From an optimization exercise on the open Yosys and OpenROAD flow, aimed at small area, a short achievable clock period and few clock cycles; shortcuts taken in it are not production practice.
Only simulation tests tie the RTL to the original design; equivalence was not proved.
No activity file was given, so power comes from the tool's default toggle rates.

## design/flow/run.sh

```bash
#!/bin/bash
# synth_recipe.tcl (not shown) runs the flow's synth.tcl, then flattens the netlist and writes it again
# the make line also repeats each setting of config.mk as NAME=value (left out here)
make -C /OpenROAD-flow-scripts/flow DESIGN_CONFIG=/design/flow/config.mk WORK_HOME=/design/flow/orfs CLKGATE_MAP_FILE= SYNTH_SCRIPT=/design/flow/synth_recipe.tcl finish
```

## design/flow/config.mk

```make
export PLATFORM = sky130hd
export DESIGN_NAME = LBP
export DESIGN_NICKNAME = LBP
export VERILOG_FILES = /design/flow/design.v
export SDC_FILE = /design/flow/constraint.sdc
export NUM_CORES = 4
export LEC_CHECK = 0
export CAP_MARGIN = 20
export CORE_MARGIN = 2
export CORE_UTILIZATION = 40
export SLEW_MARGIN = 20
```

## design/flow/constraint.sdc

```tcl
create_clock -name core_clock -period 5.0 [get_ports {clk}]
set_input_delay 1.0000 -clock core_clock [delete_from_list [all_inputs] [get_ports {clk}]]
set_output_delay 1.0000 -clock core_clock [all_outputs]
set_load 0.01 [all_outputs]
```

## design/flow/design.v

```verilog
module Register(
	input			reset,
	input			clk,
	input		[7:0]	Data,
	input		[8:0]	En,
	output	reg	[7:0] 	Reg0,
	output	reg	[7:0] 	Reg1,
	output	reg	[7:0] 	Reg2,
	output	reg	[7:0] 	Reg3,
	output	reg	[7:0] 	Reg4,
	output	reg	[7:0] 	Reg5,
	output	reg	[7:0] 	Reg6,
	output	reg	[7:0] 	Reg7,
	output	reg	[7:0] 	Reg8);
	always@(posedge clk or posedge reset)begin
		if(reset)begin
			Reg0<=8'd0;
		end else if(En[0])begin
			Reg0<=Data;
		end
	end
	always@(posedge clk or posedge reset)begin
		if(reset)begin
			Reg1<=8'd0;
		end else if(En[1])begin
			Reg1<=Data;
		end
	end
	always@(posedge clk or posedge reset)begin
		if(reset)begin
			Reg2<=8'd0;
		end else if(En[2])begin
			Reg2<=Data;
		end
	end
	always@(posedge clk or posedge reset)begin
		if(reset)begin
			Reg3<=8'd0;
		end else if(En[3])begin
			Reg3<=Data;
		end
	end
	always@(posedge clk or posedge reset)begin
		if(reset)begin
			Reg4<=8'd0;
		end else if(En[4])begin
			Reg4<=Data;
		end
	end
	always@(posedge clk or posedge reset)begin
		if(reset)begin
			Reg5<=8'd0;
		end else if(En[5])begin
			Reg5<=Data;
		end
	end
	always@(posedge clk or posedge reset)begin
		if(reset)begin
			Reg6<=8'd0;
		end else if(En[6])begin
			Reg6<=Data;
		end
	end
	always@(posedge clk or posedge reset)begin
		if(reset)begin
			Reg7<=8'd0;
		end else if(En[7])begin
			Reg7<=Data;
		end
	end
	always@(posedge clk or posedge reset)begin
		if(reset)begin
			Reg8<=8'd0;
		end else if(En[8])begin
			Reg8<=Data;
		end
	end
endmodule
module PE(
	input			[7:0]	Reg0,
	input			[7:0]	Reg1,
	input			[7:0]	Reg2,
	input			[7:0]	Reg3,
	input			[7:0]	Reg4,
	input			[7:0]	Reg5,
	input			[7:0]	Reg6,
	input			[7:0]	Reg7,
	input			[7:0]	Reg8,
	output	wire	[7:0]	LBP);
	assign LBP[0]=(Reg0>=Reg4);
	assign LBP[1]=(Reg1>=Reg4);
	assign LBP[2]=(Reg2>=Reg4); 
	assign LBP[3]=(Reg3>=Reg4);
	assign LBP[4]=(Reg5>=Reg4);
	assign LBP[5]=(Reg6>=Reg4);
	assign LBP[6]=(Reg7>=Reg4);
	assign LBP[7]=(Reg8>=Reg4);
endmodule
module Counter(
	input						reset,
	input						clk,
	input						EN,
	output		wire	[13:0]	counter);
	reg					[6:0]	position_X;
	reg					[6:0]	position_Y;
	reg					[6:0]	next_position_X;
	reg					[6:0]	next_position_Y;
	assign counter={position_Y,position_X};
	always@(posedge clk or posedge reset)begin
		if(reset)begin
			position_X<=7'd1;
		end else if(EN)begin
			position_X<=next_position_X;
		end
	end
	always@(posedge clk or posedge reset)begin
		if(reset)begin
			position_Y<=7'd1;
		end else if(EN)begin
			position_Y<=next_position_Y;
		end
	end
	always@(*)begin
		if(position_X==7'd126)begin
			if(position_Y==7'd126)begin
				next_position_X=position_X;
			end else begin
				next_position_X=7'd1;
			end
		end else begin
			next_position_X=position_X+7'd1;
		end
	end
	always@(*)begin
		if((position_X==7'd126)&&(position_Y!=7'd126))begin
			next_position_Y=position_Y+7'd1;
		end else begin
			next_position_Y=position_Y;
		end
	end
endmodule
module FSM(
		input					reset, 
		input					clk, 
		output	wire	[13:0]	gray_addr,
		output	reg				gray_req, 
		input					gray_ready, 
		output	wire	[13:0]	lbp_addr, 
		output	reg				lbp_valid, 
		output	reg				finish, 
		output	reg		[8:0]	En4Reg, 
		output	reg				en4Out, 
		output	reg				EN4Counter, 
		input			[13:0]	counter); 
	reg		[2:0]	state;
	reg		[2:0]	next_state;
	reg		[2:0]	next_Read0_State;
	reg		[3:0]	counter4read;
	wire	[3:0]	next_counter4read;
	reg		[6:0]	positionY;
	reg		[6:0]	positionX;
	always@(posedge clk or posedge reset)begin
		if(reset)begin
			state<=3'd0;
		end else begin
			state<=next_state;
		end
	end
	always@(*)begin
		case(state)
			3'd0:begin
				next_state=(gray_ready==1'b1)?3'd1:state;
			end
			3'd1:begin
				next_state=next_Read0_State;
			end
			3'd2:begin
				next_state=3'd3;
			end
			3'd3:begin
				next_state=3'd4;
			end
			3'd4:begin
				next_state=(counter=={7'd126,7'd126})?3'd5:3'd1;
			end
			3'd5:begin
				next_state=state;
			end
			default:begin
				next_state=state;
			end
		endcase
	end
	always@(*)begin
		if(counter4read==4'd8)begin
			next_Read0_State=3'd2;
		end else begin
			next_Read0_State=state;
		end
	end
	always@(posedge clk or posedge reset)begin
		if(reset)begin
			counter4read<=4'd0;
		end else if(state==3'd1)begin
			counter4read<=next_counter4read;
		end else begin
			counter4read<=4'd0;
		end
	end
	assign next_counter4read=counter4read+4'd1;
	always@(*)begin
		case(counter4read)
			4'd0,4'd3,4'd6:begin
				positionX=counter[6:0]-7'd1;
			end
			4'd1,4'd4,4'd7:begin
				positionX=counter[6:0];
			end
			4'd2,4'd5,4'd8:begin
				positionX=counter[6:0]+7'd1;
			end
			default:begin
				positionX=7'dx;
			end
		endcase
	end
	always@(*)begin
		case(counter4read)
			4'd0,4'd1,4'd2:begin
				positionY=counter[13:7]-7'd1;
			end
			4'd3,4'd4,4'd5:begin
				positionY=counter[13:7];
			end
			4'd6,4'd7,4'd8:begin
				positionY=counter[13:7]+7'd1;
			end
			default:begin
				positionY=7'dx;
			end
		endcase
	end
	assign gray_addr={positionY,positionX};
	always@(*)begin
		if(state==3'd1)begin
			gray_req=1'b1;
		end else begin
			gray_req=1'b0;
		end
	end
	assign lbp_addr=counter;
	always@(*)begin
		if(state==3'd4)begin
			lbp_valid=1'b1;
		end else begin
			lbp_valid=1'b0;
		end
	end
	always@(*)begin
		if(state==3'd5)begin
			finish=1'b1;
		end else begin
			finish=1'b0;
		end
	end
	always@(*)begin
		if(state==3'd1)begin
			case(counter4read)
				4'd0:begin
					En4Reg=9'b000000001;
				end
				4'd1:begin
					En4Reg=9'b000000010;
				end
				4'd2:begin
					En4Reg=9'b000000100;
				end
				4'd3:begin
					En4Reg=9'b000001000;
				end
				4'd4:begin
					En4Reg=9'b000010000;
				end
				4'd5:begin
					En4Reg=9'b000100000;
				end
				4'd6:begin
					En4Reg=9'b001000000;
				end
				4'd7:begin
					En4Reg=9'b010000000;
				end
				4'd8:begin
					En4Reg=9'b100000000;
				end
				default:begin
					En4Reg=9'd0;
				end
			endcase
		end else begin
			En4Reg=9'd0;
		end
	end
	always@(*)begin
		if(state==3'd3)begin
			en4Out=1'b1;
		end else begin
			en4Out=1'b0;
		end
	end
	always@(*)begin
		if(state==3'd4)begin
			EN4Counter=1'b1;
		end else begin
			EN4Counter=1'b0;
		end
	end
endmodule
module Control_Unit(
		input							reset,
		input							clk,
		output		wire	[13:0]		gray_addr, 
		output		wire				gray_req, 
		input							gray_ready, 
		output		wire	[13:0]		lbp_addr, 
		output		wire				lbp_valid, 
		output		wire				finish, 
		output		wire	[8:0]		En4Reg, 
		output		wire				en4Out); 
	wire			EN4Counter;
	wire	[13:0]	counter;
	FSM FSM(
		.reset(reset), 
		.clk(clk), 
		.gray_addr(gray_addr),
		.gray_req(gray_req), 
		.gray_ready(gray_ready), 
		.lbp_addr(lbp_addr), 
		.lbp_valid(lbp_valid), 
		.finish(finish), 
		.En4Reg(En4Reg), 
		.en4Out(en4Out), 
		.EN4Counter(EN4Counter), 
		.counter(counter)); 
	Counter Counter(
		.reset(reset),
		.clk(clk),
		.EN(EN4Counter),
		.counter(counter)); 
endmodule
`timescale 1ns/10ps
module LBP ( clk, reset, gray_addr, gray_req, gray_ready, gray_data, lbp_addr, lbp_valid, lbp_data, finish);
input						clk;
input						reset;
output	wire	[13:0]		gray_addr;
output	wire				gray_req;
input						gray_ready;
input			[7:0]		gray_data;
output	wire	[13:0]		lbp_addr;
output	wire				lbp_valid;
output	wire	[7:0]		lbp_data;
output	wire				finish;
	wire	[8:0]	En4Reg;
	wire	[8:0]	EN4Reg_;
	wire	[7:0]	Reg0;
	wire	[7:0]	Reg1;
	wire	[7:0]	Reg2;
	wire	[7:0]	Reg3;
	wire	[7:0]	Reg4;
	wire	[7:0]	Reg5;
	wire	[7:0]	Reg6;
	wire	[7:0]	Reg7;
	wire	[7:0]	Reg8;
	wire	[7:0]	Lbp;
	wire			en4Out;
	Register Register(
		.reset(reset),
		.clk(clk),
		.Data(gray_data), 
		.En(En4Reg), 
		.Reg0(Reg0), 
		.Reg1(Reg1), 
		.Reg2(Reg2), 
		.Reg3(Reg3), 
		.Reg4(Reg4), 
		.Reg5(Reg5), 
		.Reg6(Reg6), 
		.Reg7(Reg7), 
		.Reg8(Reg8)); 
	PE PE(
		.Reg0(Reg0), 
		.Reg1(Reg1), 
		.Reg2(Reg2), 
		.Reg3(Reg3), 
		.Reg4(Reg4), 
		.Reg5(Reg5), 
		.Reg6(Reg6), 
		.Reg7(Reg7), 
		.Reg8(Reg8), 
		.LBP( lbp_data)); 
	Control_Unit CTL(
		.reset(reset),
		.clk(clk),
		.gray_addr(gray_addr), 
		.gray_req(gray_req), 
		.gray_ready(gray_ready), 
		.lbp_addr(lbp_addr), 
		.lbp_valid(lbp_valid), 
		.finish(finish), 
		.En4Reg(En4Reg), 
		.en4Out(en4Out)); 
endmodule
```

==> qor.yml <==
status: "complete, no violations"
fin_ws_ns: 0.845
yosysWarningCount: 3
htree_levels: 3
hp-class: "flip-flop to flip-flop"
max_stage_delay_ns: 0.79
cts_made_buffers: 9
ff_latch_area_um2: 2330
cp_slowest_cell: "o22ai_1"
fin_setup_tns_ns: 0
cts_tree: "yes"
drtAntennaViolNets: 0
r2r_cells: 5
clkPwrFrac: 0.422
wirelength_um: 12700
rrSetupSlack_ns: 2.88
rows: 44
cts_resized: 0
path_cells: "inv_1 -> ha_1 -> mux2i_1 -> o22ai_1 -> nand2b_1 -> nor3b_1 -> a31oi_1 -> clkdlybuf4s50_1"
synth_cell_types: 58
powerDensity_nw_per_um2: 252
whs_path_depth: 1
fillers: 1289
io_pins: 50
gp_congestion: 0.856
path_class: "flip-flop to primary output"
worst_ir_drop_vdd_mv: 0.195
cp.arrival_ns: 3.15
rsz0062_at_grt: "no"
final_layout_size_suffix_gt1_frac: 0.177
crit_path_end_kind: "primary output"
internal_power_uw: 1290
max_freq_mhz: 241
ys_ff_latch: 93
coreArea_um2: 14400
skew_ns: 0.0116
portBuffers: 49
fin_nets: 668
n_antenna_cell: 0
syn-cell-area_um2: 5840
swShare: 0.249
syn_to_final_growth_pct: 16.5
worstReg2RegEnd: "Register.Reg8[4]"
finalCritPeriodShare: 0.831
max_slew_margin: 0.331
cp_max_fo: 13
die-area_um2: 15600
grt_pass1_vias: 4297
dp.cells: 754
multiInputGateArea_um2: 3320
max_slew.worst_pin.slew_ns: 1.00
ys_seq_area_frac: 0.399
clk_path_buf_depth: 2
pre_cts_ws_ns: 1.26
routedWlPerCell_um: 16.4
async_flop_share: 1.00
dp_hpwl_um: 9130
grt_first_pass_wirelength_um: 21700
cap_viol_max_count: 0
syn_inst: 537
timing_max_transition_violations_final: 0
grt_max_degree: 43
die_w_um: 125
avgSynthCellArea_um2: 10.9
setup_violations: 0
grt_overflow: 0
final_cells: 770
firstDrtPassIters: 4
holdPathEnd: "Register.Reg4[6]"
via_per_inst: 5.52
synth_edf_count: 0
clock_sinks: 93
p_comb_frac: 0.112
antenna_found_initial: 0
vias: 4252
hold_viol: 0
reg2reg_from: "CTL.FSM.counter4read[0]"
power_uw: 1710
p_leak_uw: 0.00311
power_frac_seq: 0.466
cts_root_buffer: "clkbuf_16"
fin_crit_ns: 4.15
hp-start: "Register.Reg4[6]"
hold_buffers: 0
synth_fp_nets: 624
start_util: 0.406
startpoint_type: "flip-flop"
crit_required_ns: 4.00
drcViolationCount: 0
initialDrtViolationCount: 287
cts_setup_buffers: 0
die_h_um: 125
clock_latency_ns: 0.35
power_switching_uw: 427
grt_use_total: 0.171
path_clk_slew_ns: 0.06
ys.flop_type: "dfrtp_1"
-- worst max-delay path: cells and delay by family (launching register included) --
family,cells,cell delay [ns]
buffers and inverters,2,0.65
flip-flops,1,0.43
AND/OR/NAND/NOR,2,0.36
adder cells (fa/ha/maj),1,0.33
AO/OA/AOI/OAI,2,0.93
multiplexers,1,0.13
-- state kept, by name, indices dropped and copies added, names as in the netlist --
signal and flops:
Register.Reg3 8, CTL.Counter.position_X 7, Register.Reg1 8, Register.Reg7 8, Register.Reg5 8, Register.Reg2 8
Register.Reg8 8, CTL.FSM.counter4read 4, CTL.FSM.state 3, CTL.Counter.position_Y 7, Register.Reg0 8, Register.Reg6 8
Register.Reg4 8
-- stage by stage --
stage	hold slack, ns	cell area [um^2]	util
after global routing	0.518	6800	0.473
final	0.507	6800	0.473
after detailed placement	0.494	6490	0.451
after floorplan	0.468	5840	-
after CTS	0.508	6800	0.473
after global placement	0.479	6490	0.451
-- power by group through the flow --
stage / logic [uW] / clock network [uW] / registers [uW]
floorplan: 125 / 0 / 808
global placement: 187 / 0 / 811
detailed placement: 195 / 0 / 813
CTS: 196 / 740 / 798
global route: 223 / 771 / 802
finish: 193 / 722 / 798
-- Yosys cell counts (all sizes together), types with 3 or more instances --
| master | n | area share |
|---|---|---|
| dfrtp | 91 | 0.39 |
| ha | 76 | 0.16 |
| mux2 | 71 | 0.14 |
| nor2 | 29 | 0.020 |
| o21ai | 29 | 0.026 |
| nand2 | 27 | 0.019 |
| inv | 26 | 0.017 |
| a21o | 25 | 0.032 |
| a21oi | 24 | 0.021 |
| nand2b | 12 | 0.013 |
| nand3 | 11 | 0.0094 |
| buf | 10 | 0.0099 |
| nor3 | 10 | 0.011 |
| nand4 | 9 | 0.0096 |
| a41o | 8 | 0.014 |
| clkbuf | 8 | 0.0051 |
| nor4 | 6 | 0.0064 |
| or3 | 6 | 0.0064 |
| a211oi | 5 | 0.0064 |
| xor2 | 5 | 0.0075 |
| a31oi | 4 | 0.0043 |
| nor2b | 4 | 0.0043 |
| mux2i | 3 | 0.0051 |
| o31ai | 3 | 0.0047 |
| xnor2 | 3 | 0.0045 |
-- per-layer routing --
| layer | GRT usage | part of all wire | up-vias | wire (um) |
|---|---|---|---|---|
| met4 | 0.0635 | 0.018 | 0 | 222 |
| li1 | - | - | 2077 | - |
| met5 | 0 | 0 | - | 0 |
| met1 | 0.231 | 0.48 | 2112 | 6080 |
| met3 | 0.0215 | 0.023 | 13 | 289 |
| met2 | 0.280 | 0.48 | 50 | 6070 |
-- cell families after synthesis --
group                      share of synthesized area
buffers and inverters                         0.0317
muxes                                          0.142
adders and majority gates                      0.163
xor gates and xnor gates                      0.0120
DFF                                            0.399
and+or+nand+nor                                0.112
AOI/OAI and AO/OA                              0.140
-- cell usage in the layout, fill, tap and decap left out, drive strengths merged, types with 5 or more instances in the layout --
cell,instances
dfrtp,91
ha,76
mux2,71
clkdlybuf4s50,49
nor2,29
o21ai,29
inv,28
nand2,27
a21o,25
a21oi,24
nand2b,12
nand3,11
nor3,10
clkbuf,10
nand4,9
a41o,8
nor4,6
or3,6
xor2,5
a211oi,5
-- worst max-delay path by stage --
stage	from	to	slack, ns
floorplan	reset	CTL.Counter.position_X[1]	1.58
CTS	CTL.FSM.counter4read[0]	gray_addr[6]	0.87
global route	CTL.FSM.counter4read[0]	gray_addr[6]	0.59
finish	CTL.FSM.counter4read[0]	gray_addr[6]	0.85
global placement	CTL.FSM.counter4read[0]	gray_addr[6]	1.36
detailed placement	CTL.FSM.counter4read[0]	gray_addr[6]	1.26
-- area by class of cell --
type,count,area share
Multi-Input combinational cell,400,0.489
Sequential cell,93,0.343
Timing Repair Buffer,51,0.0743
Clock buffer,10,0.0351
Tap cell,184,0.0339
Inverter,26,0.0145
Clock inverter,6,0.0110
Testbench counts, summed over its fixed seeds: cycles 3,048,224.

[static timing again, ports no longer ideal]
The flow's constraints put no driver on any port. The routed layout listed below was extracted and timed again, unchanged, in two steps. Step 1 (the two cells are an assumption about what drives the block):
set clk [get_ports {clk}]
set_driving_cell -lib_cell sky130_fd_sc_hd__clkbuf_16 $clk
set_driving_cell -lib_cell sky130_fd_sc_hd__buf_2 [delete_from_list [all_inputs] $clk]
Step 2 adds t to the input delays and takes it off the output delays; t is the mean of the earliest and latest rising clock arrival at the registers after step 1. Input paths then give back, and output paths get back, about the clock's delay inside the block. Three values: no drivers, after step 1, after step 2; two values: the first two.
t, ns: 0.381
slack for setup (ns): 0.845 / 0.807 / 1.188
slew at the worst register clock pin (ns): 0.07 / 0.07
After both steps this run still meets setup and hold. For this run, drivers alone change the setup slack by -0.038 ns; drivers and shift together by +0.343 ns.
